Context: an optimization exercise on an open-source flow, tuned for small area and a short achievable clock period. The choices shown serve that exercise and are no tape-out recipe. Where RTL was checked, it was by simulation tests only, not by an equivalence proof against the original. For runs 2 to 9, only the layout was checked, not whether the RTL still works. No activity file was given, so power comes from the tool's default toggle rates.

===== constraint.sdc =====
create_clock -name core_clock -period 6.0 [get_ports {clk}]
set_input_delay 1.2000 -clock core_clock [delete_from_list [all_inputs] [get_ports {clk}]]
set_output_delay 1.2000 -clock core_clock [all_outputs]
set_load 0.01 [all_outputs]

===== run.sh =====
#!/bin/bash
# synth_recipe.tcl (not shown) runs the flow's synth.tcl, then flattens the netlist and writes it again
# the make line also repeats each setting of config.mk as NAME=value (left out here)
make -C /OpenROAD-flow-scripts/flow DESIGN_CONFIG=/design/flow/config.mk WORK_HOME=/design/flow/orfs CLKGATE_MAP_FILE= SYNTH_SCRIPT=/design/flow/synth_recipe.tcl finish

===== config.mk =====
export PLATFORM = sky130hd
export DESIGN_NAME = operator
export DESIGN_NICKNAME = operator
export VERILOG_FILES = /design/flow/design.v
export SDC_FILE = /design/flow/constraint.sdc
export NUM_CORES = 4
export LEC_CHECK = 0
export CAP_MARGIN = 20
export CORE_MARGIN = 2
export CORE_UTILIZATION = 40
export SLEW_MARGIN = 20

===== design.v =====
module registers (
    input logic rst,
    input logic clk,
    input logic [31:0] reg_addr,
    input logic [31:0] reg_wr_data,
    input logic reg_wr,
    output logic [1:0] op_type
);
    logic [31:0] reg_op_ctrl;
    logic [31:0] reg_op_ctrl_d;
    assign op_type = reg_op_ctrl[1:0];
    assign reg_op_ctrl_d = (reg_addr == 32'd10 & reg_wr) ? reg_wr_data : reg_op_ctrl; 
    always_ff @(posedge clk)
    begin
        if (rst) begin
            reg_op_ctrl <= 0;
        end
        else begin
            reg_op_ctrl <= reg_op_ctrl_d;
        end
    end
endmodule
module calculate (
    input logic rst,
    input logic clk,
    input logic [31:0] a,
    input logic [31:0] b,
    input logic [31:0] c,
    input logic [1:0] op_type,
    output logic [63:0] z
);
    always_ff @(posedge clk)
    begin
        if (rst) begin
            z <= 0;
        end
        else begin
            if (op_type == 2'h1) begin
                z <= a + b - c;
            end
            else if (op_type == 2'h2) begin
                z <= a - b - c;
            end
            else begin
                z <= a + b + c;
            end
        end
    end
endmodule
module operator (
    input logic rst,
    input logic clk,
    input logic [31:0] reg_addr,
    input logic [31:0] reg_wr_data,
    input logic reg_wr,
    input logic [31:0] a,
    input logic [31:0] b,
    input logic [31:0] c,
    output logic [63:0] z
);
    logic [1:0] op_type;
    logic [31:0] reg_addr_d;
    logic [31:0] reg_wr_data_d;
    logic reg_wr_d;
    logic [31:0] a_d;
    logic [31:0] b_d;
    logic [31:0] c_d;
    logic [63:0] z_d;
    always_ff @(posedge clk)
    begin
        if (rst) begin
            a_d <= 0;
            b_d <= 0;
            c_d <= 0;
            reg_addr_d <= 0;
            reg_wr_data_d <= 0;
            reg_wr_d <= 0;
            z <= 0;
        end
        else begin
            a_d <= a;
            b_d <= b;
            c_d <= c;
            reg_addr_d <= reg_addr;
            reg_wr_data_d <= reg_wr_data;
            reg_wr_d <= reg_wr;
            z <= z_d;
        end
    end
    calculate ical(
        .clk(clk),
        .rst(rst),
        .a(a_d),
        .b(b_d),
        .c(c_d),
        .z(z_d),
        .op_type(op_type));
    registers ireg(
        .clk(clk),
        .rst(rst),
        .reg_addr(reg_addr_d),
        .reg_wr_data(reg_wr_data_d),
        .reg_wr(reg_wr_d),
        .op_type(op_type));
endmodule

==> impl_metrics.toml, run 1 <==
[place]
placed_area_um2 = 18700
dp_hpwl_um = 35200
gp_congestion = 0.913
io_buffers = 196

[worst_setup_path]
cp.arrival_ns = 6.03
cp_max_fo = 15
endpoint_kind = "flop"
path_class = "flop to flop"
required_ns = 6.41
critPathLaunchType = "flop"

[floorplanning]
rows = 73
start_util_pct = 40.8
core_um2 = 40000
dieArea_um2 = 42400
ios = 227
die_y_um = 206
die_w_um = 206

[hold_path]
min_path_type = "flop to flop"

[power_and_ir_drop]
p_sw_share_pct = 34.1
p_int_w = 0.00370
power_frac_seq_pct = 33.6
peakVddDrop_uv = 207
power_leakage_nw = 8.07
comb_power_share_pct = 37.1
power_density_nw_per_um2 = 286
p_total_w = 0.00562
p_clk_share_pct = 29.3
p_sw_w = 0.00191

[route]
drc = 0
drtPass1Iterations = 6
drtIter0Drc = 913
vias = 13800
post_drt_via_cell_ratio = 5.24
wl_per_cell_um = 17.0
wl_um = 44800
ant_nets = 0

[grt]
grt_pass1_wl_um = 70300
antenna_found_initial = 0
grt_pass1_vias = 13300
grt_overflow = 0
grt_use_total_pct = 20.8
grt_start_max_net_pins = 129

[sta]
relSlewSlack_pct = 45.1
final-setup-viol-count = 0
fmax_mhz = 178
fin_skew_ns = 0.00877
min_period_ns = 5.62
worst_pin_slew_ns = 0.823
rsz0062_at_grt = "false"
slew_viol_final = 0
fin_crit_sh_pct = 93.7
tns_ns = 0
hold_violations = 0

[clock_tree]
cts_max_level = 1
cts_resized = 0
cts_root_buf = "clkbuf_16"
cts_tree = "yes"
numCtsBuffers = 27
cts_num_sinks = 261
path_clk_slew_ns = 0.06
clk_latency_ns = 0.56
cts_hold_buf = 0
postCtsSetupBuffers = 0
clockBufferDepth = 3

[status]
status = "no timing/DRC/antenna violations"

[finish]
seq_area_um2 = 5230
final_cell_area_um2 = 19700
n_fill_cell = 3890
area_growth_pct = 20.6
drive_gt1_share_pct = 5.99
diodes = 0
multi_input_area_um2 = 10200
nets = 2413

[synthesis]
seq_area_frac_synth_pct = 32.0
ys_types = 99
synth_flop_cell = "dfxtp_1"
syn_nets = 2251
postSynthCellCount = 1922
ys_async_sr_fraction_pct = 0
ys_ff_latch = 261
synth_edf_count = 0
yosysWarnings = 3
avgSynthCellArea_um2 = 8.48
synthesis.area_um2 = 16300

[job]
drv_cap = 0
==> final timing paths <==
check,endpoint,slack (ns),depth (start not counted),from
worst max register to register,ical.z[61],0.38,23,b_d[0]
worst min-delay path,z[11],0.43,1,ical.z[11]
worst max-delay path,ical.z[61],0.38,23,b_d[0]
worst min register to register,z[11],0.43,1,ical.z[11]
==> logic make-up after synthesis <==
kind of cell               count (synthesis)  share of synthesized area [%]
AOI/OAI and AO/OA                        509                           21.4
xor gates and xnor gates                 121                           6.50
adders and majority gates                166                           13.0
buffers and inverters                    239                           5.90
DFF                                      261                           32.0
muxes                                     10                          0.614
and+or+nand+nor                          616                           20.6
==> worst max-delay path, cell delays in order, from the launching register on <==
cell	delay (ns)
dfxtp_1	0.34
ha_1	0.18
inv_1	0.06
fa_1	0.41
nor2_1	0.16
o211ai_1	0.19
a211oi_1	0.38
buf_4	0.20
o21ai_0	0.16
a41oi_1	0.31
o21ai_0	0.13
a211oi_1	0.29
o22ai_1	0.13
xor2_1	0.19
ha_1	0.33
nand4bb_1	0.21
or4_4	0.54
o211a_1	0.23
o21a_2	0.15
o31ai_4	0.22
nand2b_2	0.12
a221oi_4	0.31
buf_12	0.18
nor2_1	0.06
==> layout by cell type, fill, tap and decap left out, drive strengths merged, types with 36 or more instances in the layout <==
master / n
clkbuf: 42
o21ai: 61
ha: 161
dfxtp: 261
nor2b: 217
nand2: 62
nand2b: 36
xnor2: 90
nor2: 152
a21oi: 168
inv: 148
clkdlybuf4s50: 195
==> power groups by stage <==
stage	Combinational (W)	Sequential [W]	Clock [W]
4_1_cts	0.00204	0.00189	0.00170
3_3_place_gp	0.00202	0.00192	0
5_1_grt	0.00229	0.00190	0.00177
3_5_place_dp	0.00203	0.00193	0
2_1_floorplan	0.00146	0.00192	0
6_report	0.00208	0.00189	0.00165
==> final cells by class <==
class / instances / share of cell area [%]
multi-input combinational: 1422 / 51.6
sequential: 261 / 26.6
timing repair buffer: 224 / 11.1
clock buffer: 41 / 4.11
tap: 525 / 3.34
inverter: 148 / 2.83
clock inverter: 7 / 0.363
==> through the flow <==
stage	setup WS (ns)	util (%)	hold slack, ns	instances
3_3_place_gp	0.439	46.8	0.417	2580
6_report	0.379	49.1	0.432	2628
4_1_cts	0.403	49.0	0.435	2628
5_1_grt	0.0167	49.1	0.450	2628
3_5_place_dp	0.412	46.8	0.420	2580
2_1_floorplan	1.05	-	0.414	1922
==> cell usage after synthesis (6+ instances only) <==
| library cell | number | share of area [%] |
|---|---|---|
| a211oi_1 | 33 | 1.5 |
| dfxtp_1 | 261 | 32 |
| o31ai_1 | 20 | 0.92 |
| or3_1 | 13 | 0.50 |
| o211ai_1 | 23 | 1.1 |
| a31oi_1 | 20 | 0.77 |
| o21bai_1 | 22 | 1.0 |
| a21boi_0 | 11 | 0.51 |
| and3_1 | 13 | 0.50 |
| o21a_1 | 20 | 0.92 |
| a21o_1 | 22 | 1.0 |
| a21oi_1 | 167 | 5.1 |
| o21ai_0 | 58 | 1.8 |
| o22ai_1 | 7 | 0.27 |
| nor4_1 | 20 | 0.77 |
| mux2i_1 | 10 | 0.61 |
| and2_1 | 6 | 0.23 |
| o221ai_1 | 7 | 0.38 |
| buf_2 | 20 | 0.61 |
| nand3_1 | 17 | 0.52 |
| clkbuf_1 | 61 | 1.4 |
| a2111oi_0 | 9 | 0.48 |
| xnor2_1 | 90 | 4.8 |
| nand2b_1 | 34 | 1.3 |
| ha_1 | 161 | 12 |
| nor3_1 | 32 | 0.98 |
| xor2_1 | 31 | 1.7 |
| a211o_1 | 10 | 0.54 |
| inv_1 | 146 | 3.4 |
| nor2b_1 | 216 | 8.3 |
| nand2_1 | 62 | 1.4 |
| or2_2 | 10 | 0.38 |
| nor2_1 | 152 | 3.5 |
| a31o_2 | 9 | 0.48 |
| nand4_1 | 6 | 0.23 |
| or4_1 | 6 | 0.28 |
==> registers in the layout (all words and copies together), names as in the netlist <==
register          count
ical.z               64
z                    64
a_d                  32
b_d                  32
c_d                  32
reg_addr_d           32
ireg.reg_op_ctrl      2
reg_wr_data_d         2
reg_wr_d              1
==> per-layer routing <==
metal  routed length (µm)  global-route usage [%]  vias to the layer above
met4                  814                    4.80                        0
met1                22400                    30.2                     6308
li1                     -                       -                     6990
met3                 3110                    3.30                       52
met5                    0                       0                        -
met2                18400                    32.1                      433
==> inputs of run 2 (changes only) <==
==> design.v (replaced) <==
module registers (
    input logic rst,
    input logic clk,
    input logic [31:0] reg_addr,
    input logic [31:0] reg_wr_data,
    input logic reg_wr,
    output logic neg_b,
    output logic neg_c
);
    logic wr_hit;
    assign wr_hit = reg_wr & (reg_addr == 32'd10);
    always_ff @(posedge clk)
    begin
        if (rst) begin
            neg_b <= 1'b0;
            neg_c <= 1'b0;
        end
        else if (wr_hit) begin
            neg_b <= (reg_wr_data[1:0] == 2'h2);
            neg_c <= (reg_wr_data[1:0] == 2'h1) | (reg_wr_data[1:0] == 2'h2);
        end
    end
endmodule
module calculate (
    input logic rst,
    input logic clk,
    input logic [31:0] a,
    input logic [31:0] b,
    input logic [31:0] c,
    input logic neg_b,
    input logic neg_c,
    output logic [63:0] z
);
    logic [31:0] bx, cx;
    logic [31:0] s1, cy1;
    logic nb1, nc1;
    logic [34:0] sum2;
    logic [34:0] x2;
    logic [34:0] z3;
    logic rst1, rst2;
    assign bx = b ^ {32{neg_b}};
    assign cx = c ^ {32{neg_c}};
    always_ff @(posedge clk)
    begin
        s1  <= a ^ bx ^ cx;
        cy1 <= (a & bx) | (a & cx) | (bx & cx);
        nb1 <= neg_b;
        nc1 <= neg_c;
    end
    assign sum2 = {{3{nb1 ^ nc1}}, s1} + {{2{nb1 & nc1}}, cy1, nc1} + {34'b0, nb1};
    always_ff @(posedge clk)
    begin
        x2 <= sum2;
        rst1 <= rst;
        rst2 <= rst1;
        if (rst | rst1 | rst2)
            z3 <= 35'b0;
        else
            z3 <= x2;
    end
    assign z = {{29{z3[34]}}, z3};
endmodule
module operator (
    input logic rst,
    input logic clk,
    input logic [31:0] reg_addr,
    input logic [31:0] reg_wr_data,
    input logic reg_wr,
    input logic [31:0] a,
    input logic [31:0] b,
    input logic [31:0] c,
    output logic [63:0] z
);
    logic neg_b;
    logic neg_c;
    registers ireg(
        .clk(clk),
        .rst(rst),
        .reg_addr(reg_addr),
        .reg_wr_data(reg_wr_data),
        .reg_wr(reg_wr),
        .neg_b(neg_b),
        .neg_c(neg_c));
    calculate ical(
        .clk(clk),
        .rst(rst),
        .a(a),
        .b(b),
        .c(c),
        .neg_b(neg_b),
        .neg_c(neg_c),
        .z(z));
endmodule
==> run 2 against run 1 <==
Net effect: sequential share of layout area is 4.2 points higher; area after synthesis is 60% lower; maximum frequency is 80% higher; clock-buffer cell count is 24 lower; non-clock buffer count is 26 lower; sequential power is 39% lower; clock skew is 0.00065 ns lower; sequential cell count is 121 lower; largest cell class unchanged; highest routed layer unchanged.
==> impl_metrics.toml, run 2 <==
[synthesis]
seq_area_frac_synth_pct = 42.6
synthTopCellsByCount = "dfxtp_1 (140), xor2_1 (74), and2_1 (36)"
synthTopCellsByArea = "dfxtp_1 (43%), fa_1 (10%), xor2_1 (9.9%), ha_1 (6.7%), and2_1 (3.4%)"
ys_async_sr_fraction_pct = 0
postSynthCellCount = 599
syn_nets = 831
synth_top_cell_by_area = "dfxtp_1"
synthesis.area_um2 = 6570
synth_flop_cell = "dfxtp_1"
synth_edf_count = 0
synth.most_common_cell = "dfxtp_1"
synth_top_area_share_pct = 42.6
avgSynthCellArea_um2 = 11.0
yosysWarnings = 2
ys_types = 56
ys_ff_latch = 140

[sta]
worst_pin_slew_ns = 1.06
hold_violations = 0
tns_ns = 0
fin_crit_sh_pct = 51.9
min_period_ns = 3.12
rsz0062_at_grt = "false"
layout_setup_ws_ns = 2.88
slew_viol_final = 0
fin_skew_ns = 0.00813
relSlewSlack_pct = 29.4
fmax_mhz = 321
final-setup-viol-count = 0

[grt]
grt_pass1_wl_um = 24000
grt_use_total_pct = 17.3
grt_overflow = 0
antenna_found_initial = 0
grt_pass1_vias = 4867
grt_start_max_net_pins = 35

[worst_setup_path]
ff2ff_setup_slack_ns = 3.22
path_class = "flop to output pin"
endpoint_kind = "output pin"
required_ns = 4.80
cp.arrival_ns = 1.92
cp.buffers_inverters = 1
path_cells = "clkdlybuf4s50_1"
critPathLaunchType = "flop"
cp_max_fo = 30
crit_family = "flip-flops"
cp_slowest_cell = "dfxtp_1"
cpPeakStageDelay_ns = 0.82

[job]
drv_cap = 0

[place]
io_buffers = 196
pre_cts_ws_ns = 2.88
placedCellCount = 960
dp_hpwl_um = 11400
gp_congestion = 0.824

[route]
ant_nets = 0
drtPass1Iterations = 6
post_drt_via_cell_ratio = 4.78
wl_per_cell_um = 14.5
drc = 0
wl_um = 14400
vias = 4737
drtIter0Drc = 196

[clock_tree]
clockBufferDepth = 2
cts_tree = "yes"
cts_hold_buf = 0
cts_root_buf = "clkbuf_16"
cts_max_level = 4
cts_resized = 0
postCtsSetupBuffers = 0
numCtsBuffers = 17
path_clk_slew_ns = 0.06
clk_latency_ns = 0.41
cts_num_sinks = 140

[floorplanning]
core_um2 = 16000
start_util_pct = 41.1
die_y_um = 132
die_w_um = 132
dieArea_um2 = 17500
ios = 227
rows = 46

[power_and_ir_drop]
peakVddDrop_uv = 205
power_density_nw_per_um2 = 319
power_leakage_nw = 3.84

[status]
status = "no timing/DRC/antenna violations"

[finish]
area_growth_pct = 38.5
seq_area_um2 = 2810
diodes = 0
layout_common_cells = "clkdlybuf4s50_1 (196), dfxtp_1 (138), xor2_1 (74)"
stdcell_count = 992
nets = 996
n_fill_cell = 1391
post-route-util_pct = 56.9
layout_commonest_cell = "clkdlybuf4s50_1"
drive_gt1_share_pct = 6.19
multi_input_area_um2 = 3380
top_regs = "ical.x2 (35), ical.z3 (35)"

[hold_path]
min_path_type = "flop to flop"
## run 2: path summary, 6_finish.rpt
check | startpoint | end | cells after the start
setup reg to reg | ical.nc1 | ical.x2[34] | 10
setup / recovery | ical.z3[34] | z[54] | 1
hold reg to reg | ical.rst1 | ical.rst2 | 0
hold / removal | ical.rst1 | ical.rst2 | 0
## run 2: final cells by class
| type | instances | area share (%) |
|---|---|---|
| Tap cell | 216 | 2.97 |
| Clock buffer | 17 | 4.67 |
| Multi-Input combinational cell | 392 | 37.1 |
| Inverter | 15 | 0.618 |
| Timing Repair Buffer | 198 | 21.9 |
| Sequential cell | 140 | 30.8 |
| Clock inverter | 14 | 1.87 |
## run 2: through the flow
step	power [W]	hold slack, ns	cell area (µm²)
finish	0.00291	0.363	9110
global route	0.00307	0.372	9110
CTS	0.00293	0.364	9080
detailed placement	0.00188	0.356	8480
global placement	0.00187	0.353	8480
floorplan	0.00161	0.329	6570
## run 2: cell families (layout without fill, tap and decap cells)
group / after synthesis / count (layout) / share of synthesized area, %
AO/OA/AOI/OAI: 102 / 102 / 11.1
buffers and inverters: 67 / 244 / 5.98
XOR/XNOR: 95 / 95 / 12.7
adder cells (fa/ha/maj): 69 / 69 / 17.0
flip-flops: 140 / 140 / 42.6
multiplexers: 1 / 1 / 0.152
AND/OR/NAND/NOR: 125 / 125 / 10.5
## run 2: per-layer routing
metal  vias up  part of all wire [%]  GRT usage (%)
met1      2200                    45           21.7
met3        20                   6.1           4.04
li1       2333                     -              -
met4         0                   2.0           7.41
met2       184                    47           28.4
met5         -                     0              0
## run 2: power breakdown
group          internal (W)  switching [W]  total [W]
registers           0.00111      0.0000427    0.00115
clock network      0.000652       0.000396    0.00105
logic              0.000339       0.000366   0.000704
total               0.00210       0.000804    0.00291
==> inputs of run 3 (changes only) <==
--- a/config.mk
+++ b/config.mk
@@ -10,2 +10,3 @@
 export CORE_UTILIZATION = 40
+export SETUP_SLACK_MARGIN = 4.0
 export SLEW_MARGIN = 20
==> run 3 against run 2 <==
Net effect: final area grew 12%; critical endpoint is now z[35]; critical path depth grew 2; first-iteration DRC count shrank 24%; clock skew shrank 0.0031 ns; clock-buffer cell count grew 2; sequential share of layout area shrank 3.0 points.
==> impl_metrics.toml, run 3 <==
[power_and_ir_drop]
power_density_nw_per_um2 = 302
peakVddDrop_uv = 212
power_leakage_nw = 4.67
p_clk_share_pct = 34.4
p_total_w = 0.00309
power_frac_seq_pct = 37.7
comb_power_share_pct = 27.9
p_sw_share_pct = 28.7
p_sw_w = 0.000886
p_int_w = 0.00220

[synthesis]
postSynthCellCount = 599
ys_types = 56
synth.most_common_cell = "dfxtp_1"
synth-xor-area-share_pct = 12.7
synth_top_family_by_area = "adder cells"
ys_ff_latch = 140
synthTopCellsByArea = "dfxtp_1 (43%), fa_1 (10%), xor2_1 (9.9%), ha_1 (6.7%), and2_1 (3.4%)"
synth_top_cell_by_area = "dfxtp_1"
seq_area_frac_synth_pct = 42.6
synth_compound_area_share_pct = 11.1
synthesis.area_um2 = 6570
synthTopCellsByCount = "dfxtp_1 (140), xor2_1 (74), and2_1 (36)"
synthAdderAreaFrac_pct = 17.0
syn_nets = 831
synth_top_area_share_pct = 42.6
ys_async_sr_fraction_pct = 0
avgSynthCellArea_um2 = 11.0
yosysWarnings = 2
muxShareOfSynthArea_pct = 0.152
synth_flop_cell = "dfxtp_1"
synth_edf_count = 0
synth_simple_gate_area_share_pct = 10.5

[worst_setup_path]
cp.arrival_ns = 1.20
required_ns = 4.80
crit_family = "buffers and inverters"
rr_startpoint = "ical.nb1"
cp_max_fo = 6
path_cells = "clkbuf_16 > buf_12 > buf_6"
cp.buffers_inverters = 3
reg2reg_depth = 10
endpoint_kind = "output pin"
cp_slowest_cell = "dfxtp_4"
cpPeakStageDelay_ns = 0.38
critPathLaunchType = "flop"
cp_num_cells = 3
path_class = "flop to output pin"
crit_start = "ical.z3[34]"

[route]
drc = 0
wl_um = 16300
drtIter0Drc = 149
drtPass1Iterations = 4
highest_layer = "met4"
post_drt_via_cell_ratio = 4.81
ant_nets = 0
vias = 4911
dr_wl_met3_um = 865
met1Wirelength_um = 6930
wl_per_cell_um = 15.9
met2WireLength_um = 8270

[sta]
fin_crit_sh_pct = 39.9
relSlewSlack_pct = 38.2
worst_pin_slew_ns = 0.927
hold_violations = 0
fmax_mhz = 417
layout_setup_ws_ns = 3.60
final-setup-viol-count = 0
tns_ns = 0
fin_skew_ns = 0.00498
min_period_ns = 2.40
rsz0062_at_grt = "true"
slew_viol_final = 0

[finish]
area_growth_pct = 55.5
layout_commonest_cell = "dfxtp_1"
nets = 1024
top_regs = "ical.x2 (35), ical.z3 (35)"
final_cell_area_um2 = 10200
layout_common_cells = "dfxtp_1 (116), buf_6 (62), clkdlybuf4s50_1 (53)"
drive_gt1_share_pct = 34.7
diodes = 0
n_fill_cell = 1282
stdcell_count = 1021

[grt]
grt_pass1_vias = 5160
grt_use_total_pct = 18.1
grt_pass1_wl_um = 25400
grt_overflow = 0
grt_start_max_net_pins = 36
antenna_found_initial = 0

[place]
pre_cts_ws_ns = 2.88
placed_area_um2 = 8520
gp_congestion = 0.792
dp_hpwl_um = 11300
io_buffers = 196
placedCellCount = 960

[clock_tree]
clockBufferDepth = 2
path_clk_slew_ns = 0.06
cts_max_level = 4
numCtsBuffers = 17
cts_hold_buf = 0
cts_num_sinks = 140
cts_root_buf = "clkbuf_16"
cts_tree = "yes"
clk_latency_ns = 0.41

[floorplanning]
ios = 227
rows = 46
start_util_pct = 41.1
dieArea_um2 = 17500
die_y_um = 132
die_w_um = 132
core_um2 = 16000

[hold_path]
min_path_type = "flop to flop"
min_from = "ical.rst1"
worstHoldPathCells = 0

[job]
drv_cap = 0

[status]
status = "no timing/DRC/antenna violations"
-- run 3: cell types whose count changed in the layout (fill, tap and decap cells not counted), sizes merged --
cell,before,now
buf,2,98
dlygate4sd2,0,20
clkdlybuf4s15,0,3
clkinv,6,4
clkdlybuf4s50,196,53
dlymetal6s2s,0,39
clkinvlp,3,4
clkbuf,17,32
-- run 3: cell families (layout without fill, tap and decap cells) --
group	after synthesis	count (layout)
flops	140	140
simple gates	125	125
compound gates	102	102
xor+xnor	95	95
fa+ha+maj	69	69
buf+inv	67	273
mux	1	1
-- run 3: worst register-to-register path, cell delays in order, from the launching register on --
cell,delay (ns)
dfxtp_4,0.35
fa_2,0.22
inv_2,0.04
fa_2,0.36
nor2b_2,0.16
o2111ai_2,0.15
a21o_1,0.24
a31oi_4,0.20
buf_4,0.17
a21oi_1,0.08
xnor2_1,0.28
-- run 3: what timing repair did --
item / 4_1_cts / 5_1_grt
pin swaps: 54 / 53
resized for setup: 393 / 195
cloned: 0 / 3
setup buffers: 15 / 11
setup endpoints to repair: 119 / 148
-- run 3: metal layers --
layer	up-vias	GRT usage, %
met2	171	30.9
met1	2355	22.5
met3	16	4.08
li1	2369	-
met5	-	0
met4	0	6.51
-- run 3: layout make-up --
| cell class | instances | area (µm²) | area share, % |
|---|---|---|---|
| repair buffers | 226 | 2310 | 22.6 |
| well taps | 216 | 270 | 2.64 |
| multi-input cells | 392 | 4140 | 40.5 |
| clock buffers | 19 | 443 | 4.33 |
| clock inverters | 13 | 165 | 1.62 |
| inverters | 15 | 56.3 | 0.551 |
| flip-flops and latches | 140 | 2840 | 27.8 |
-- run 3: worst paths after layout --
| path | to | slack, ns |
|---|---|---|
| max | z[35] | 3.60 |
| min | ical.rst2 | 0.38 |
| max reg2reg | ical.x2[22] | 3.63 |
| min reg2reg | ical.rst2 | 0.38 |
-- run 3: power by group through the flow --
stage          Sequential, W  Clock (W)  Combinational [W]
2_1_floorplan        0.00117          0           0.000452
6_report             0.00117    0.00106           0.000862
4_1_cts              0.00116    0.00109           0.000803
3_5_place_dp         0.00118          0           0.000706
5_1_grt              0.00118    0.00114           0.000942
3_3_place_gp         0.00117          0           0.000700
-- run 3: per-stage QoR --
stage                     hold WS (ns)  util (%)
after CTS                        0.361      59.3
after detailed placement         0.355      53.2
after global routing             0.386      63.9
after floorplan                  0.329         -
final                            0.383      63.9
after global placement           0.351      53.2
==> inputs of run 4 (changes only) <==
--- a/config.mk
+++ b/config.mk
@@ -7,6 +7,7 @@
 export LEC_CHECK = 0
+export ABC_CLOCK_PERIOD_IN_PS = 2000
 export CAP_MARGIN = 20
 export CORE_MARGIN = 2
-export CORE_UTILIZATION = 40
-export SETUP_SLACK_MARGIN = 4.0
+export CORE_UTILIZATION = 60
+export SETUP_SLACK_MARGIN = 3.6
 export SLEW_MARGIN = 20
==> run 4 against run 3 <==
Net effect: still clean; clock-buffer cell count increased by 1; critical path depth unchanged; first-iteration DRC count increased by 85%; routed wire length increased by 9.6%; critical path type unchanged.
==> impl_metrics.toml, run 4 <==
[worst_setup_path]
cp_max_fo = 4
cp.buffers_inverters = 3
crit_top_cell = "buf_6"
cp.arrival_ns = 1.25
crit_family = "flip-flops"
critPathLaunchType = "flop"
path_class = "flop to output pin"
required_ns = 4.80
path_cells = "buf_6 > buf_12 > buf_6"
cpPeakStageDelay_ns = 0.37
cp_slowest_cell = "dfxtp_4"
endpoint_kind = "output pin"

[sta]
slew_viol_final = 0
final-setup-viol-count = 0
fin_skew_ns = 0.00754
hold_violations = 0
rsz0062_at_grt = "true"
fmax_mhz = 409
worst_pin_slew_ns = 1.13
tns_ns = 0
min_period_ns = 2.45
fin_crit_sh_pct = 40.8
relSlewSlack_pct = 24.5

[place]
placedCellCount = 884
dp_hpwl_um = 12000
placed_area_um2 = 8390
gp_congestion = 0.804
io_buffers = 196

[synthesis]
yosysWarnings = 2
synth_top_cell_by_area = "dfxtp_1"
synth_top_area_share_pct = 42.6
syn_nets = 831
ys_async_sr_fraction_pct = 0
avgSynthCellArea_um2 = 11.0
seq_area_frac_synth_pct = 42.6
synth_edf_count = 0
ys_types = 56
postSynthCellCount = 599
synth_flop_cell = "dfxtp_1"
ys_ff_latch = 140
synthTopCellsByCount = "dfxtp_1 (140), xor2_1 (74), and2_1 (36)"
synthesis.area_um2 = 6570
synth.most_common_cell = "dfxtp_1"
synthTopCellsByArea = "dfxtp_1 (43%), fa_1 (10%), xor2_1 (9.9%), ha_1 (6.7%), and2_1 (3.4%)"

[finish]
top_regs = "ical.x2 (35), ical.z3 (35)"
layout_commonest_cell = "dfxtp_1"
diodes = 0
seq_area_um2 = 2820
layout_common_cells = "dfxtp_1 (134), clkdlybuf4s50_1 (112), xor2_1 (74)"
final_cell_area_um2 = 9180
area_growth_pct = 39.6
drive_gt1_share_pct = 15.2
n_fill_cell = 538
stdcell_count = 929
nets = 1008
multi_input_area_um2 = 3550

[power_and_ir_drop]
power_leakage_nw = 4.21
peakVddDrop_uv = 224
power_density_nw_per_um2 = 330

[grt]
grt_pass1_vias = 5408
grt_start_max_net_pins = 36
grt_overflow = 0
grt_pass1_wl_um = 27500
antenna_found_initial = 0
grt_use_total_pct = 31.1

[route]
ant_nets = 0
wl_per_cell_um = 19.2
met1Wirelength_um = 6700
met2WireLength_um = 9380
highest_layer = "met4"
vias = 5138
drc = 0
post_drt_via_cell_ratio = 5.53
drtPass1Iterations = 5
wl_um = 17800
dr_wl_met3_um = 1270
drtIter0Drc = 276

[floorplanning]
start_util_pct = 61.2
dieArea_um2 = 11800
rows = 38
die_y_um = 109
core_um2 = 10700
die_w_um = 109
ios = 227

[clock_tree]
numCtsBuffers = 17
clockBufferDepth = 2
cts_root_buf = "clkbuf_8"
cts_max_level = 4
cts_tree = "yes"
cts_num_sinks = 140
clk_latency_ns = 0.52
path_clk_slew_ns = 0.06

[job]
drv_cap = 0

[hold_path]
min_path_type = "flop to flop"

[status]
status = "no timing/DRC/antenna violations"
## run 4: worst paths after layout
path	start	endpoint	slack, ns	cells past startpoint
max	ical.z3[34]	z[46]	3.55	3
min	ical.rst1	ical.rst2	0.39	0
max reg2reg	ical.cy1[21]	ical.x2[29]	3.62	7
min reg2reg	ical.rst1	ical.rst2	0.39	0
## run 4: stage by stage
stage / utilization (%) / hold slack (ns) / power (W) / setup WS (ns)
floorplan: - / 0.329 / 0.00161 / 3.57
global placement: 78.1 / 0.353 / 0.00184 / 2.44
detailed placement: 78.1 / 0.372 / 0.00188 / 2.28
CTS: 84.3 / 0.382 / 0.00300 / 3.47
global route: 85.4 / 0.395 / 0.00315 / 3.53
finish: 85.4 / 0.386 / 0.00302 / 3.55
## run 4: kinds of logic (layout without fill, tap and decap cells)
family,after synthesis,after routing,share of synthesized area (%)
AOI/OAI and AO/OA,102,102,11.1
xor gates and xnor gates,95,95,12.7
adders and majority gates,69,69,17.0
buffers and inverters,67,257,5.98
DFF,140,140,42.6
muxes,1,1,0.152
and+or+nand+nor,125,125,10.5
## run 4: report_power, final
part	total (W)	internal, W	switching (W)
registers	0.00116	0.00111	0.0000543
logic	0.000764	0.000349	0.000415
clock network	0.00110	0.000691	0.000405
## run 4: area by class of cell
class	instances	area share [%]
Multi-Input combinational cell	392	38.7
Sequential cell	140	30.7
Timing Repair Buffer	210	21.3
Clock buffer	20	4.75
Clock inverter	12	2.05
Tap cell	140	1.91
Inverter	15	0.614
## run 4: what timing repair did
action,in CTS,in global routing
pin swaps,17,14
endpoints found under the setup margin,76,37
hold buffers,0,0
resized for setup,204,38
gates cloned,1,0
setup buffers,12,0
## run 4: per-layer routing
metal | GRT usage (%) | vias up
met3 | 7.35 | 53
met4 | 12.0 | 0
met1 | 35.0 | 2429
li1 | - | 2366
met5 | 0 | -
met2 | 56.9 | 290
==> inputs of run 5 (changes only) <==
==> flow/run.sh (new file) <==
#!/bin/bash
# Standard ORFS layout, except that the port buffers are small plain buffers
# (buffer_ports otherwise picks a large delay cell for every port).
set -euo pipefail
W=$(pwd)
bash standard.sh synth > "$W/make_synth.log" 2>&1
export BUFFER_PORTS_ARGS="-buffer_cell sky130_fd_sc_hd__buf_1"
bash standard.sh > "$W/make_layout.log" 2>&1
==> standard.sh (new file) <==
#!/bin/bash
# synth_recipe.tcl (not shown) runs the flow's synth.tcl, then flattens the netlist and writes it again
# the make line also repeats each setting of config.mk as NAME=value (left out here)
make -C /OpenROAD-flow-scripts/flow DESIGN_CONFIG=/design/flow/config.mk WORK_HOME=/design/flow/orfs CLKGATE_MAP_FILE= SYNTH_SCRIPT=/design/flow/synth_recipe.tcl "${@:-finish}"
removed: run.sh
==> run 5 against run 4 <==
Net effect: sequential share of layout area increased by 2.8 points; cell count increased by 0.22%; highest routed layer unchanged; first-iteration DRC count increased by 9.4%; hold slack got worse by 0.011 ns; final area decreased by 8.4%; via count decreased by 1.9%; synthesized cell count unchanged; sequential cell count unchanged; register-to-register slack got worse by 0.03 ns; clock-buffer cell count unchanged.
==> impl_metrics.toml, run 5 <==
[finish]
drive_gt1_share_pct = 15.7
top_regs = "ical.x2 (35), ical.z3 (35)"
post-route-util_pct = 78.2
stdcell_count = 931
multi_input_area_um2 = 3580
area_growth_pct = 27.9
layout_common_cells = "buf_1 (166), dfxtp_1 (135), xor2_1 (73)"
nets = 1010
n_fill_cell = 656
diodes = 0
seq_area_um2 = 2810
layout_commonest_cell = "buf_1"

[worst_setup_path]
cp.buffers_inverters = 2
required_ns = 4.80
cp_num_cells = 2
crit_family = "flip-flops"
path_cells = "clkbuf_16 > buf_2"
cpPeakStageDelay_ns = 0.41
cp.arrival_ns = 1.23
path_class = "flop to output pin"
cp_slowest_cell = "dfxtp_4"
reg2reg_depth = 10
endpoint_kind = "output pin"
cp_max_fo = 7
critPathLaunchType = "flop"

[floorplanning]
rows = 38
core_um2 = 10700
ios = 227
die_y_um = 109
dieArea_um2 = 11800
start_util_pct = 61.2
die_w_um = 109

[grt]
grt_use_total_pct = 26.3
grt_start_max_net_pins = 36
grt_overflow = 0
grt_pass1_wl_um = 23400
antenna_found_initial = 0
grt_pass1_vias = 4724

[clock_tree]
numCtsBuffers = 17
cts_hold_buf = 0
cts_max_level = 4
clk_latency_ns = 0.52
cts_root_buf = "clkbuf_8"
path_clk_slew_ns = 0.06
cts_num_sinks = 140
clockBufferDepth = 2
cts_tree = "yes"

[hold_path]
min_path_type = "flop to flop"
worstHoldPathCells = 0

[route]
vias = 5038
ant_nets = 0
post_drt_via_cell_ratio = 5.41
wl_per_cell_um = 18.4
drtIter0Drc = 302
wl_um = 17100
drc = 0
drtPass1Iterations = 7

[place]
placedCellCount = 884
io_buffers = 196
pre_cts_ws_ns = 2.80
dp_hpwl_um = 10800
gp_congestion = 0.799

[synthesis]
avgSynthCellArea_um2 = 11.0
synth_edf_count = 0
synth_top_area_share_pct = 42.6
syn_nets = 831
synth_top_cell_by_area = "dfxtp_1"
yosysWarnings = 2
ys_types = 56
synthTopCellsByCount = "dfxtp_1 (140), xor2_1 (74), and2_1 (36)"
synthTopCellsByArea = "dfxtp_1 (43%), fa_1 (10%), xor2_1 (9.9%), ha_1 (6.7%), and2_1 (3.4%)"
ys_async_sr_fraction_pct = 0
synthesis.area_um2 = 6570
postSynthCellCount = 599
synth_flop_cell = "dfxtp_1"
ys_ff_latch = 140
seq_area_frac_synth_pct = 42.6
synth.most_common_cell = "dfxtp_1"

[power_and_ir_drop]
power_density_nw_per_um2 = 368
power_leakage_nw = 3.64
peakVddDrop_uv = 217

[sta]
final-setup-viol-count = 0
relSlewSlack_pct = 24.8
fmax_mhz = 412
worst_pin_slew_ns = 1.13
slew_viol_final = 0
fin_crit_sh_pct = 40.5
fin_skew_ns = 0.00605
rsz0062_at_grt = "true"
min_period_ns = 2.43
tns_ns = 0
hold_violations = 0
layout_setup_ws_ns = 3.57

[job]
drv_cap = 0

[status]
status = "no timing/DRC/antenna violations"
## run 5: changes by cell type in the layout (fill, tap and decap cells not counted), moves of 3 or more
cell	change
buf_1	+166
clkdlybuf4s50_1	-112
buf_4	-5
buf_6	+16
dlygate4sd2_1	-45
nor4_1	+3
dlymetal6s2s_1	-3
buf_2	-12
clkinv_4	-3
clkdlybuf4s15_1	-3
## run 5: area by class of cell
class / count / area share [%]
Sequential cell: 140 / 33.5
Timing Repair Buffer: 212 / 13.2
Multi-Input combinational cell: 392 / 42.6
Clock buffer: 20 / 5.18
Clock inverter: 12 / 2.78
Inverter: 15 / 0.670
Tap cell: 140 / 2.08
## run 5: final timing paths
kind                from     endpoint  slack (ns)
max          ical.z3[34]        z[39]        3.57
min            ical.rst1    ical.rst2        0.37
max reg2reg     ical.nb1  ical.x2[26]        3.59
min reg2reg    ical.rst1    ical.rst2        0.37
## run 5: report_power, final
part / switching [W] / internal (W) / total [W]
Combinational: 0.000426 / 0.000305 / 0.000731
Clock: 0.000416 / 0.000778 / 0.00119
Sequential: 0.0000560 / 0.00111 / 0.00117
Total: 0.000898 / 0.00219 / 0.00309
## run 5: metal layers
metal / wire length (µm) / part of all wire (%) / GRT usage [%]
met5: 0 / 0 / 0
met4: 385 / 2.2 / 7.60
met3: 1080 / 6.3 / 4.48
met2: 8870 / 52 / 47.9
met1: 6800 / 40 / 32.0
## run 5: cells by family (layout without fill, tap and decap cells)
kind of cell / count (synthesis) / after routing / synth area share [%]
flip-flops: 140 / 140 / 42.6
AO/OA/AOI/OAI: 102 / 102 / 11.1
multiplexers: 1 / 1 / 0.152
AND/OR/NAND/NOR: 125 / 125 / 10.5
XOR/XNOR: 95 / 95 / 12.7
adder cells (fa/ha/maj): 69 / 69 / 17.0
buffers and inverters: 67 / 259 / 5.98
## run 5: per-stage QoR
stage                     total power [W]  hold WS (ns)  instance area (µm²)
after floorplan                   0.00161         0.329                 6570
final                             0.00309         0.375                 8410
after detailed placement          0.00179         0.353                 7160
after CTS                         0.00301         0.361                 8010
after global routing              0.00321         0.376                 8410
after global placement            0.00177         0.352                 7160
## run 5: timing repair
action,CTS,global route
gates cloned,0,2
pin swaps,10,7
buffers inserted,9,4
resized for setup,21,116
endpoints found under the setup margin,41,44
==> inputs of run 6 (changes only) <==
--- a/config.mk
+++ b/config.mk
@@ -11,2 +11,5 @@
 export CORE_UTILIZATION = 60
+export CTS_BUF_LIST = sky130_fd_sc_hd__clkbuf_4 sky130_fd_sc_hd__clkbuf_8
+export CTS_CLUSTER_DIAMETER = 60
+export CTS_CLUSTER_SIZE = 30
 export SETUP_SLACK_MARGIN = 3.6
==> run 6 against run 5 <==
Net effect: still clean; sequential cell count is the same; total power shrank 10%; final area decreased by 5.3%; via count shrank 3.7%; setup slack gained 0.041 ns; routed wire length is 13% lower; cell count is 0.32% lower; critical path type is now flop to flop; highest routed layer unchanged.
==> impl_metrics.toml, run 6 <==
[worst_setup_path]
path_class = "flop to flop"
rr_endpoint = "ical.x2[30]"
ff2ff_setup_slack_ns = 3.61
reg2reg_depth = 10
critPathLaunchType = "flop"
cp_max_fo = 3
required_ns = 6.33
endpoint = "ical.x2[30]"
crit_start = "ical.nc1"
rr_startpoint = "ical.nc1"
cp.arrival_ns = 2.71
endpoint_kind = "flop"

[grt]
grt_pass1_vias = 4626
grt_use_total_pct = 25.2
grt_pass1_wl_um = 22400
antenna_found_initial = 0
grt_start_max_net_pins = 36
grt_overflow = 0

[sta]
tns_ns = 0
relSlewSlack_pct = 26.7
hold_violations = 0
slew_viol_final = 0
hold_ws_ns = 0.364
min_period_ns = 2.39
fin_skew_ns = 0.0115
worst_pin_slew_ns = 1.10
fin_crit_sh_pct = 39.8
fmax_mhz = 419
rsz0062_at_grt = "true"
final-setup-viol-count = 0
layout_setup_ws_ns = 3.61

[synthesis]
synthesis.area_um2 = 6570
synth_top_cell_by_area = "dfxtp_1"
synth.most_common_cell = "dfxtp_1"
seq_area_frac_synth_pct = 42.6
syn_nets = 831
synthAdderAreaFrac_pct = 17.0
synth_compound_area_share_pct = 11.1
synth_top_area_share_pct = 42.6
ys_types = 56
ys_ff_latch = 140
avgSynthCellArea_um2 = 11.0
synth_top_family_by_area = "adder cells"
ys_async_sr_fraction_pct = 0
synth_edf_count = 0
synth_flop_cell = "dfxtp_1"
muxShareOfSynthArea_pct = 0.152
yosysWarnings = 2
postSynthCellCount = 599
synthTopCellsByCount = "dfxtp_1 (140), xor2_1 (74), and2_1 (36)"
synth-xor-area-share_pct = 12.7
synth_simple_gate_area_share_pct = 10.5
synthTopCellsByArea = "dfxtp_1 (43%), fa_1 (10%), xor2_1 (9.9%), ha_1 (6.7%), and2_1 (3.4%)"

[route]
drtIter0Drc = 218
wl_per_cell_um = 16.0
vias = 4852
wl_um = 14800
drc = 0
post_drt_via_cell_ratio = 5.23
drtPass1Iterations = 4
ant_nets = 0

[place]
gp_congestion = 0.799
io_buffers = 196
placedCellCount = 884
dp_hpwl_um = 10800
pre_cts_ws_ns = 2.80

[hold_path]
worstHoldPathCells = 0
min_path_type = "flop to flop"

[clock_tree]
path_clk_slew_ns = 0.08
cts_max_level = 4
cts_num_sinks = 140
clockBufferDepth = 2
clk_latency_ns = 0.44
cts_hold_buf = 0
cts_root_buf = "clkbuf_8"
numCtsBuffers = 17
cts_tree = "yes"

[finish]
stdcell_count = 928
area_growth_pct = 21.1
layout_common_cells = "buf_1 (196), dfxtp_1 (134), xor2_1 (73)"
diodes = 0
nets = 1007
drive_gt1_share_pct = 11.5
top_regs = "ical.x2 (35), ical.z3 (35)"
layout_commonest_cell = "buf_1"

[floorplanning]
ios = 227
core_um2 = 10700
dieArea_um2 = 11800
start_util_pct = 61.2
die_y_um = 109
die_w_um = 109
rows = 38

[job]
drv_cap = 0

[power_and_ir_drop]
power_leakage_nw = 3.39
peakVddDrop_uv = 185
power_density_nw_per_um2 = 349

[status]
status = "no timing/DRC/antenna violations"
==> run 6: cell counts after synthesis <==
No cell type changed its count.
==> run 6: layout make-up <==
class                   count  area, µm²
repair buffers            209        853
multi-input cells         392       3570
fillers                   753       2780
flip-flops and latches    140       2810
clock inverters            12        234
clock buffers              20        263
well taps                 140        175
inverters                  15       56.3
==> run 6: what timing repair did <==
action                                  4_1_cts  5_1_grt
endpoints found under the setup margin       40       45
pin swaps                                     8        4
gates resized for setup                      16       25
buffers inserted                              7        5
==> run 6: worst min-delay path by stage <==
stage	to	startpoint
after global routing	ical.rst2	ical.rst1
after CTS	ical.rst2	ical.rst1
after global placement	ical.rst2	ical.rst1
after detailed placement	ical.rst2	ical.rst1
final	ical.rst2	ical.rst1
after floorplan	ical.nb1	ireg.neg_b
==> run 6: through the flow <==
stage	area (µm²)	power (W)	utilization [%]
after floorplan	6570	0.00161	-
after global routing	7960	0.00291	74.1
final	7960	0.00278	74.1
after detailed placement	7160	0.00179	66.7
after global placement	7160	0.00177	66.7
after CTS	7780	0.00275	72.4
==> run 6: layer usage <==
| metal | share of wire [%] | track usage, % | routed length (µm) | vias to the layer above |
|---|---|---|---|---|
| met5 | 0 | 0 | 0 | - |
| met4 | 1.4 | 8.24 | 205 | 0 |
| met3 | 5.4 | 4.66 | 795 | 18 |
| met2 | 52 | 45.2 | 7670 | 203 |
| met1 | 42 | 30.6 | 6170 | 2276 |
| li1 | - | - | - | 2355 |
==> run 6: critical path, cell delays in order (launching register included) <==
cell	delay, ns
dfxtp_2	0.35
fa_2	0.22
inv_2	0.04
fa_2	0.36
nor2b_4	0.16
o2111ai_4	0.15
a21o_1	0.24
a31oi_4	0.22
a41o_4	0.27
a31oi_4	0.11
xnor2_2	0.15
==> run 6: power by group <==
part	leakage [nW]	internal, W	switching, W
Combinational	1.98	0.000294	0.000400
Clock	0.247	0.000564	0.000369
Sequential	1.17	0.00111	0.0000451
Total	3.39	0.00197	0.000813
==> run 6: cells by family after synthesis <==
group | Yosys count
flops | 140
simple gates | 125
compound gates | 102
xor+xnor | 95
fa+ha+maj | 69
buf+inv | 67
mux | 1
==> inputs of run 7 (changes only) <==
--- a/config.mk
+++ b/config.mk
@@ -14,3 +14,3 @@
 export CTS_CLUSTER_SIZE = 30
-export SETUP_SLACK_MARGIN = 3.6
+export SETUP_SLACK_MARGIN = 4.0
 export SLEW_MARGIN = 20
==> run 7 against run 6 <==
Net effect: area after synthesis is the same; sequential share of layout area is 2.3 points lower; synthesized cell count is the same; total power increased by 1.4%; die area unchanged; combinational power increased by 15%; via count rose by 5.5%; maximum frequency shrank 3.5%; core utilization up 5.7 points; still clean; first-iteration DRC count increased by 46%; highest routed layer unchanged; register-to-register slack got worse by 0.09 ns; setup slack lost 0.087 ns; largest cell class unchanged.
==> impl_metrics.toml, run 7 <==
[status]
status = "no timing/DRC/antenna violations"

[sta]
worst_pin_slew_ns = 0.621
relSlewSlack_pct = 58.6
hold_violations = 0
tns_ns = 0
fin_skew_ns = 0.0160
slew_viol_final = 0
final-setup-viol-count = 0
fmax_mhz = 404
rsz0062_at_grt = "true"
fin_crit_sh_pct = 41.2
min_period_ns = 2.47

[finish]
n_fill_cell = 637
layout_commonest_cell = "buf_1"
nets = 1015
multi_input_area_um2 = 3760
area_growth_pct = 30.5
seq_area_um2 = 2830
drive_gt1_share_pct = 25.2
diodes = 0
final_cell_area_um2 = 8580
top_regs = "ical.x2 (35), ical.z3 (35)"
layout_common_cells = "buf_1 (132), dfxtp_1 (121), xor2_1 (74)"
stdcell_count = 935

[power_and_ir_drop]
power_density_nw_per_um2 = 329
p_sw_w = 0.000857
p_clk_share_pct = 30.3
peakVddDrop_uv = 188
p_int_w = 0.00196
comb_power_share_pct = 28.3
p_sw_share_pct = 30.4
power_leakage_nw = 3.75
p_total_w = 0.00282
power_frac_seq_pct = 41.5

[clock_tree]
path_clk_slew_ns = 0.09
numCtsBuffers = 17
cts_num_sinks = 140
clk_latency_ns = 0.45
cts_root_buf = "clkbuf_8"
clockBufferDepth = 2
cts_hold_buf = 0
cts_tree = "yes"
cts_max_level = 4

[worst_setup_path]
rr_endpoint = "ical.x2[34]"
path_class = "flop to flop"
rr_startpoint = "ical.nb1"
reg2reg_depth = 10
endpoint_kind = "flop"
critPathLaunchType = "flop"
ff2ff_setup_slack_ns = 3.53
cp.arrival_ns = 2.80
required_ns = 6.33
cp_max_fo = 3

[synthesis]
seq_area_frac_synth_pct = 42.6
synth.most_common_cell = "dfxtp_1"
synthesis.area_um2 = 6570
yosysWarnings = 2
synth_flop_cell = "dfxtp_1"
ys_types = 56
synth_top_cell_by_area = "dfxtp_1"
syn_nets = 831
avgSynthCellArea_um2 = 11.0
postSynthCellCount = 599
synthTopCellsByArea = "dfxtp_1 (43%), fa_1 (10%), xor2_1 (9.9%), ha_1 (6.7%), and2_1 (3.4%)"
ys_ff_latch = 140
ys_async_sr_fraction_pct = 0
synthTopCellsByCount = "dfxtp_1 (140), xor2_1 (74), and2_1 (36)"
synth_top_area_share_pct = 42.6
synth_edf_count = 0

[floorplanning]
rows = 38
ios = 227
core_um2 = 10700
die_y_um = 109
die_w_um = 109
dieArea_um2 = 11800
start_util_pct = 61.2

[hold_path]
min_from = "ical.rst1"
min_path_type = "flop to flop"
worstHoldPathCells = 0
hold_end = "ical.rst2"

[grt]
grt_use_total_pct = 25.1
grt_pass1_vias = 4660
grt_pass1_wl_um = 22600
grt_overflow = 0
grt_start_max_net_pins = 36
antenna_found_initial = 0

[route]
drtIter0Drc = 319
ant_nets = 0
wl_um = 17500
drtPass1Iterations = 5
drc = 0
vias = 5118
wl_per_cell_um = 18.8
post_drt_via_cell_ratio = 5.47

[place]
io_buffers = 196
dp_hpwl_um = 10400
placed_area_um2 = 7190
placedCellCount = 884
gp_congestion = 0.846

[job]
drv_cap = 0
## run 7: cell counts after synthesis
No cell type changed its count.
## run 7: per-stage QoR
step	utilization [%]	worst slack (ns)	hold slack [ns]
global route	79.8	3.48	0.400
finish	79.8	3.53	0.392
global placement	67.0	3.20	0.350
CTS	76.1	3.62	0.369
detailed placement	67.0	3.17	0.358
floorplan	-	3.57	0.329
## run 7: repair_timing
item	4_1_cts	5_1_grt
pin swaps	18	9
hold endpoints to repair	0	0
gates cloned	0	2
endpoints found under the setup margin	91	96
resized for setup	141	64
buffers inserted	13	5
## run 7: power by group through the flow
stage | logic [W] | clock network (W) | registers, W
after detailed placement | 0.000620 | 0 | 0.00117
after floorplan | 0.000452 | 0 | 0.00117
after CTS | 0.000726 | 0.000852 | 0.00116
final | 0.000797 | 0.000854 | 0.00117
after global routing | 0.000863 | 0.000900 | 0.00118
after global placement | 0.000606 | 0 | 0.00117
## run 7: logic make-up (layout without fill, tap and decap cells)
kind of cell	Yosys count	after routing	share of synthesized area (%)
adder cells (fa/ha/maj)	69	69	17.0
AO/OA/AOI/OAI	102	102	11.1
buffers and inverters	67	263	5.98
flip-flops	140	140	42.6
multiplexers	1	1	0.152
AND/OR/NAND/NOR	125	125	10.5
XOR/XNOR	95	95	12.7
## run 7: worst max path at each step
stage,to,start,slack [ns]
final,ical.x2[34],ical.nb1,3.53
after CTS,ical.x2[34],ical.s1[0],3.62
after global placement,ireg.neg_b,reg_wr,3.20
after floorplan,ireg.neg_b,reg_addr[6],3.57
after detailed placement,ireg.neg_b,reg_wr,3.17
after global routing,ical.x2[30],ical.s1[0],3.48
## run 7: layer usage
layer / GRT usage, % / up-vias / wire (µm)
li1: - / 2371 / -
met1: 30.6 / 2444 / 6760
met2: 43.8 / 244 / 8860
met3: 5.68 / 59 / 1150
met4: 8.79 / 0 / 768
met5: 0 / - / 0
## run 7: area by class of cell
| cell class | count | share of cell area [%] |
|---|---|---|
| multi-input combinational | 392 | 43.8 |
| inverter | 15 | 0.656 |
| sequential | 140 | 33.0 |
| tap | 140 | 2.04 |
| clock buffer | 22 | 3.38 |
| clock inverter | 9 | 1.84 |
| timing repair buffer | 217 | 15.2 |
## run 7: critical path, cell delays in order (launching register included)
cell and delay, ns:
dfxtp_2 0.35, fa_2 0.22, inv_2 0.04, fa_2 0.38, nor2b_4 0.16, o2111ai_2 0.15, a21o_1 0.26, a31oi_4 0.24
a41o_4 0.28, a21oi_2 0.07, a31o_1 0.19
==> inputs of run 8 (changes only) <==
--- a/flow/run.sh
+++ b/flow/run.sh
@@ -6,3 +6,4 @@
 bash standard.sh synth > "$W/make_synth.log" 2>&1
-export BUFFER_PORTS_ARGS="-buffer_cell sky130_fd_sc_hd__buf_1"
+export DONT_BUFFER_PORTS=1
+export PRE_GLOBAL_PLACE_TCL="$W/flow/port_buffers.tcl"
 bash standard.sh > "$W/make_layout.log" 2>&1
==> flow/port_buffers.tcl (new file) <==
# Buffer every input and output port, as the standard flow does, with plain buffers.
puts "Perform port buffering with plain buffers..."
buffer_ports -inputs -buffer_cell sky130_fd_sc_hd__buf_1
buffer_ports -outputs -buffer_cell sky130_fd_sc_hd__buf_2
--- a/config.mk
+++ b/config.mk
@@ -11,6 +11,3 @@
 export CORE_UTILIZATION = 60
-export CTS_BUF_LIST = sky130_fd_sc_hd__clkbuf_4 sky130_fd_sc_hd__clkbuf_8
-export CTS_CLUSTER_DIAMETER = 60
-export CTS_CLUSTER_SIZE = 30
-export SETUP_SLACK_MARGIN = 4.0
+export SETUP_SLACK_MARGIN = 3.6
 export SLEW_MARGIN = 20
==> run 8 against run 7 <==
Net effect: total power rose by 3.7%; via count fell by 20%; setup slack got worse by 0.20 ns; sequential share of layout area rose by 5.4 points; largest power group unchanged; core utilization fell by 12 points; clock power rose by 32%.
==> impl_metrics.toml, run 8 <==
[power_and_ir_drop]
power_density_nw_per_um2 = 400
power_leakage_nw = 3.18
peakVddDrop_uv = 247

[synthesis]
synthesis.area_um2 = 6570
synthTopCellsByArea = "dfxtp_1 (43%), fa_1 (10%), xor2_1 (9.9%), ha_1 (6.7%), and2_1 (3.4%)"
synth_top_cell_by_area = "dfxtp_1"
seq_area_frac_synth_pct = 42.6
yosysWarnings = 2
synth_simple_gate_area_share_pct = 10.5
syn_nets = 831
ys_types = 56
ys_async_sr_fraction_pct = 0
synth_compound_area_share_pct = 11.1
synth_flop_cell = "dfxtp_1"
synthTopCellsByCount = "dfxtp_1 (140), xor2_1 (74), and2_1 (36)"
synth_top_family_by_area = "adder cells"
avgSynthCellArea_um2 = 11.0
synth_top_area_share_pct = 42.6
synth.most_common_cell = "dfxtp_1"
synthAdderAreaFrac_pct = 17.0
synth_edf_count = 0
ys_ff_latch = 140
postSynthCellCount = 599
synth-xor-area-share_pct = 12.7
muxShareOfSynthArea_pct = 0.152

[sta]
relSlewSlack_pct = 26.7
fmax_mhz = 374
rsz0062_at_grt = "true"
layout_setup_ws_ns = 3.33
tns_ns = 0
final-setup-viol-count = 0
fin_crit_sh_pct = 44.5
hold_violations = 0
fin_skew_ns = 0.00917
min_period_ns = 2.67
slew_viol_final = 0
worst_pin_slew_ns = 1.10

[floorplanning]
start_util_pct = 61.2
die_w_um = 109
dieArea_um2 = 11800
rows = 38
die_y_um = 109
core_um2 = 10700
ios = 227

[worst_setup_path]
required_ns = 4.80
crit_start = "ical.z3[34]"
critPathLaunchType = "flop"
cp_max_fo = 30
rr_startpoint = "ical.nb1"
endpoint_kind = "output pin"
cp.arrival_ns = 1.47
path_class = "flop to output pin"

[finish]
top_regs = "ical.x2 (35), ical.z3 (35)"
n_fill_cell = 818
nets = 807
layout_common_cells = "dfxtp_1 (134), xor2_1 (74), and2_1 (36)"
area_growth_pct = 11.3
drive_gt1_share_pct = 14.6
layout_commonest_cell = "dfxtp_1"

[route]
drtIter0Drc = 160
vias = 4098
drc = 0
wl_per_cell_um = 19.0
wl_um = 13900
post_drt_via_cell_ratio = 5.61
ant_nets = 0
drtPass1Iterations = 4

[grt]
grt_pass1_vias = 4028
antenna_found_initial = 2
grt_start_max_net_pins = 36
grt_overflow = 0
grt_pass1_wl_um = 21000
grt_use_total_pct = 24.3

[place]
dp_hpwl_um = 9880
pre_cts_ws_ns = 2.92
io_buffers = 196
gp_congestion = 0.857

[clock_tree]
cts_num_sinks = 140
cts_max_level = 4
cts_hold_buf = 0
numCtsBuffers = 17
path_clk_slew_ns = 0.06
cts_root_buf = "clkbuf_8"
clk_latency_ns = 0.53
cts_tree = "yes"
clockBufferDepth = 2

[hold_path]
min_from = "ical.rst1"
min_path_type = "flop to flop"

[job]
drv_cap = 0

[status]
status = "no timing/DRC/antenna violations"
## run 8: cell types whose count changed in the layout (fill, tap and decap cells not counted), moves of 4 or more
cell       before  now
ha_1           21   31
clkbuf_8       20    1
dfxtp_2        16    5
ha_4            6    0
buf_4          15    8
buf_2          21    0
buf_1         132    0
dfxtp_1       121  134
clkbuf_16       2   16
ha_2            8    4
buf_6          45    1
## run 8: cell families (layout without fill, tap and decap cells)
group                    count (synthesis)  in the layout
buffers and inverters                   67             56
multiplexers                             1              1
other                                    0              2
adder cells (fa/ha/maj)                 69             69
AND/OR/NAND/NOR                        125            125
AO/OA/AOI/OAI                          102            102
flip-flops                             140            140
XOR/XNOR                                95             95
## run 8: layout make-up
cell class,count,area [µm²],share of cell area [%]
Clock buffer,19,422,5.76
Antenna cell,2,5.00,0.0684
Tap cell,140,175,2.39
Clock inverter,13,214,2.92
Inverter,15,56.3,0.769
Sequential cell,140,2810,38.4
Multi-Input combinational cell,392,3560,48.7
Timing Repair Buffer,9,71.3,0.974
## run 8: path summary, 6_finish.rpt
check / endpoint / slack (ns) / depth (start not counted)
max: z[54] / 3.33 / 0
min: ical.rst2 / 0.36 / 0
min reg2reg: ical.rst2 / 0.36 / 0
max reg2reg: ical.x2[34] / 3.61 / 10
## run 8: metal layers
| layer | share of wire [%] | vias to the layer above | track usage, % |
|---|---|---|---|
| met5 | 0 | - | 0 |
| met4 | 2.9 | 0 | 11.0 |
| met3 | 6.5 | 26 | 6.69 |
| met2 | 49 | 184 | 39.7 |
| met1 | 42 | 1925 | 29.9 |
| li1 | - | 1963 | - |
## run 8: report_power, final
part	switching, W	internal [W]	leakage [nW]
clock network	0.000407	0.000721	0.308
registers	0.0000571	0.00111	1.17
logic	0.000362	0.000268	1.70
total	0.000825	0.00210	3.18
## run 8: what timing repair did
item	4_1_cts	5_1_grt
pin swaps	7	8
setup buffers	6	2
gates resized for setup	12	29
setup endpoints to repair	42	44
## run 8: per-stage QoR
stage / util, % / hold slack, ns / instance area (µm²) / std cells / power, W
6_report: 68.1 / 0.364 / 7320 / 730 / 0.00293
5_1_grt: 68.1 / 0.382 / 7320 / 730 / 0.00307
4_1_cts: 66.7 / 0.368 / 7170 / 726 / 0.00289
3_5_place_dp: 59.9 / 0.360 / 6430 / 688 / 0.00174
3_3_place_gp: 59.9 / 0.354 / 6430 / 688 / 0.00173
2_1_floorplan: - / 0.329 / 6570 / 599 / 0.00161
==> inputs of run 9 (changes only) <==
--- a/design.v
+++ b/design.v
@@ -33,2 +33,3 @@
 );
+    localparam int W = 38;
     logic [31:0] bx, cx;
@@ -36,5 +37,5 @@
     logic nb1, nc1;
-    logic [34:0] sum2;
-    logic [34:0] x2;
-    logic [34:0] z3;
+    logic [W-1:0] sum2;
+    logic [W-1:0] x2;
+    logic [W-1:0] z3;
     logic rst1, rst2;
@@ -49,3 +50,5 @@
     end
-    assign sum2 = {{3{nb1 ^ nc1}}, s1} + {{2{nb1 & nc1}}, cy1, nc1} + {34'b0, nb1};
+    assign sum2 = {{(W-32){nb1 ^ nc1}}, s1}
+                + {{(W-33){nb1 & nc1}}, cy1, nc1}
+                + {{(W-1){1'b0}}, nb1};
     always_ff @(posedge clk)
@@ -56,3 +59,3 @@
         if (rst | rst1 | rst2)
-            z3 <= 35'b0;
+            z3 <= '0;
         else
@@ -60,3 +63,8 @@
     end
-    assign z = {{29{z3[34]}}, z3};
+    always_comb
+    begin
+        z[W-1:0] = z3;
+        for (int i = W; i < 64; i++)
+            z[i] = z3[34 + (i % (W-34))];
+    end
 endmodule
--- a/flow/run.sh
+++ b/flow/run.sh
@@ -6,4 +6,3 @@
 bash standard.sh synth > "$W/make_synth.log" 2>&1
-export DONT_BUFFER_PORTS=1
-export PRE_GLOBAL_PLACE_TCL="$W/flow/port_buffers.tcl"
+export BUFFER_PORTS_ARGS="-buffer_cell sky130_fd_sc_hd__buf_1"
 bash standard.sh > "$W/make_layout.log" 2>&1
removed: flow/port_buffers.tcl
==> run 9 against run 8 <==
Net effect: still clean on timing, DRC and antenna; setup slack worse by 0.66 ns; clock power about the same; first-iteration DRC count rose by 97%; combinational power up 89%; via count is 58% higher; largest cell class unchanged.
==> impl_metrics.toml, run 9 <==
[floorplanning]
die_w_um = 118
die_y_um = 118
rows = 41
core_um2 = 12700
start_util_pct = 61.8
ios = 227
dieArea_um2 = 14000

[power_and_ir_drop]
peakVddDrop_uv = 190
power_density_nw_per_um2 = 362
power_leakage_nw = 3.94

[synthesis]
ys_async_sr_fraction_pct = 0
syn_nets = 1025
synthTopCellsByCount = "dfxtp_1 (146), xor2_1 (83), nand2_1 (48)"
seq_area_frac_synth_pct = 37.2
synthTopCellsByArea = "dfxtp_1 (37%), xor2_1 (9.3%), fa_1 (8.4%), ha_1 (6.1%), and2_1 (3.7%)"
synth_top_area_share_pct = 37.2
avgSynthCellArea_um2 = 9.93
synth_top_cell_by_area = "dfxtp_1"
synthesis.area_um2 = 7860
synth_edf_count = 0
yosysWarnings = 2
synth_flop_cell = "dfxtp_1"
ys_ff_latch = 146
postSynthCellCount = 791
synth.most_common_cell = "dfxtp_1"
ys_types = 79

[route]
drtIter0Drc = 315
ant_nets = 0
vias = 6459
drc = 0
wl_um = 19100
drtPass1Iterations = 5
post_drt_via_cell_ratio = 5.57
wl_per_cell_um = 16.5

[sta]
hold_violations = 0
min_period_ns = 3.34
tns_ns = 0
worst_pin_slew_ns = 1.00
final-setup-viol-count = 0
relSlewSlack_pct = 33.3
rsz0062_at_grt = "true"
fin_crit_sh_pct = 55.6
fin_skew_ns = 0.0115
fmax_mhz = 300
slew_viol_final = 0

[finish]
nets = 1208
drive_gt1_share_pct = 13.3
diodes = 0
top_regs = "ical.x2 (38), ical.z3 (38)"
layout_commonest_cell = "buf_1"
n_fill_cell = 836
layout_common_cells = "buf_1 (196), dfxtp_1 (143), xor2_1 (79)"
post-route-util_pct = 75.8
area_growth_pct = 22.7

[clock_tree]
cts_max_level = 4
clk_latency_ns = 0.42
cts_root_buf = "clkbuf_16"
numCtsBuffers = 17
path_clk_slew_ns = 0.07
cts_tree = "yes"
clockBufferDepth = 2
cts_num_sinks = 146
cts_hold_buf = 0

[worst_setup_path]
required_ns = 6.28
endpoint_kind = "flop"
critPathLaunchType = "flop"
path_class = "flop to flop"
ff2ff_setup_slack_ns = 2.66
rr_endpoint = "ical.x2[34]"
rr_startpoint = "ical.cy1[3]"
reg2reg_depth = 12
cp_max_fo = 6
cp.arrival_ns = 3.62

[hold_path]
hold_end = "ical.rst2"
worstHoldPathCells = 0
min_path_type = "flop to flop"
min_from = "ical.rst1"

[grt]
grt_overflow = 0
grt_use_total_pct = 26.7
antenna_found_initial = 0
grt_start_max_net_pins = 39
grt_pass1_vias = 6225
grt_pass1_wl_um = 30000

[place]
io_buffers = 196
dp_hpwl_um = 13700
gp_congestion = 0.864

[status]
status = "no timing/DRC/antenna violations"

[job]
drv_cap = 0
run 9: where the power goes:
group | switching (W) | internal, W | leakage, nW | total [W]
sequential | 0.0000514 | 0.00114 | 1.22 | 0.00120
combinational | 0.000710 | 0.000482 | 2.42 | 0.00119
clock | 0.000421 | 0.000687 | 0.301 | 0.00111
run 9: per-stage QoR:
step	worst slack [ns]	hold slack (ns)	power, W	instance area, µm²	instances
after floorplan	2.94	0.329	0.00193	7920	791
final	2.66	0.376	0.00350	9640	1159
after CTS	2.71	0.378	0.00341	9510	1152
after global routing	2.50	0.396	0.00366	9640	1159
after detailed placement	2.31	0.369	0.00219	8560	1103
after global placement	2.40	0.353	0.00215	8560	1103
run 9: logic make-up (layout without fill, tap and decap cells):
family | Yosys count | in the layout | synth area share [%]
multiplexers | 6 | 6 | 0.812
buffers and inverters | 67 | 263 | 4.63
flip-flops | 146 | 146 | 37.2
adder cells (fa/ha/maj) | 71 | 71 | 14.5
AO/OA/AOI/OAI | 149 | 149 | 13.3
AND/OR/NAND/NOR | 238 | 238 | 16.8
XOR/XNOR | 114 | 114 | 12.7
run 9: worst max path at each step:
stage           startpoint           to
3_3_place_gp   ical.cy1[0]  ical.x2[34]
5_1_grt        ical.cy1[3]  ical.x2[34]
6_report       ical.cy1[3]  ical.x2[34]
3_5_place_dp   ical.cy1[0]  ical.x2[34]
4_1_cts           ical.nc1  ical.x2[34]
2_1_floorplan     ical.nc1  ical.x2[34]
run 9: what timing repair did:
action                                  CTS  global route
resized for setup                        37            19
endpoints found under the hold margin     0             0
buffers inserted                         17             7
pin swaps                                10            11
endpoints found under the setup margin   30            31
gates cloned                              0             0
run 9: metal layers:
metal	routed length (µm)	vias to the layer above	global-route usage [%]
met3	1010	30	4.34
met4	398	0	9.60
met5	0	-	0
met1	8490	3027	34.2
li1	-	3115	-
met2	9190	287	45.7
run 9: critical path, cell delays in order, from the launching register on:
cell	delay [ns]
dfxtp_1	0.31
ha_1	0.40
o211ai_1	0.12
buf_4	0.17
o21ai_2	0.22
xor2_1	0.48
nand3_2	0.23
nor4_4	0.33
nand2_2	0.18
nor4_4	0.27
buf_4	0.18
nand4_1	0.14
xor2_1	0.18
run 9: area by class of cell:
type | instances | area [µm²] | area share [%]
clock buffer | 20 | 457 | 4.74
inverter | 10 | 37.5 | 0.389
sequential | 146 | 2930 | 30.4
tap | 172 | 215 | 2.23
timing repair buffer | 221 | 950 | 9.85
clock inverter | 12 | 169 | 1.75
multi-input combinational | 578 | 4890 | 50.7

-- re-timing with driven ports --
How much do the figures lean on ideal ports? The routed layouts below were timed once more, with nothing changed but the port constraints.
Step 1, drivers: a clkbuf_16 drives clk and a buf_2 each remaining input, both assumed.
Step 2, shift: input delay + t, output delay - t, t = (earliest + latest rising clock arrival at the registers) / 2. This alone moves slack from input paths to output paths.
Slacks: no drivers / after step 1 / after step 2; pairs: no drivers / after step 1.
run | shift t [ns] | setup slack, ns | worst setup path after step 2 | slew at the worst register clock pin (ns) | pins driven straight from the clock port
run 1 | 0.609 | 0.379 / 0.379 / 0.379 | register to register | 0.06 / 0.06 | 1
run 2 | 0.446 | 2.884 / 2.847 / 2.895 | input to register | 0.06 / 0.06 | 1
run 3 | 0.450 | 3.604 / 3.562 / 3.311 | input to register | 0.06 / 0.06 | 1
run 4 | 0.552 | 3.554 / 3.519 / 3.127 | input to register | 0.06 / 0.06 | 1
run 5 | 0.556 | 3.571 / 3.536 / 3.048 | input to register | 0.07 / 0.07 | 1
run 6 | 0.468 | 3.612 / 3.612 / 3.188 | input to register | 0.08 / 0.08 | 1
run 7 | 0.473 | 3.525 / 3.525 / 3.280 | input to register | 0.09 / 0.09 | 1
run 8 | 0.565 | 3.328 / 3.293 / 3.184 | input to register | 0.06 / 0.06 | 1
run 9 | 0.453 | 2.664 / 2.664 / 2.664 | register to register | 0.07 / 0.07 | 1
After both steps every run listed still meets setup and hold. The setup slack of run 5, which loses most, moves by -0.035 ns with the drivers and by -0.523 ns with both steps.
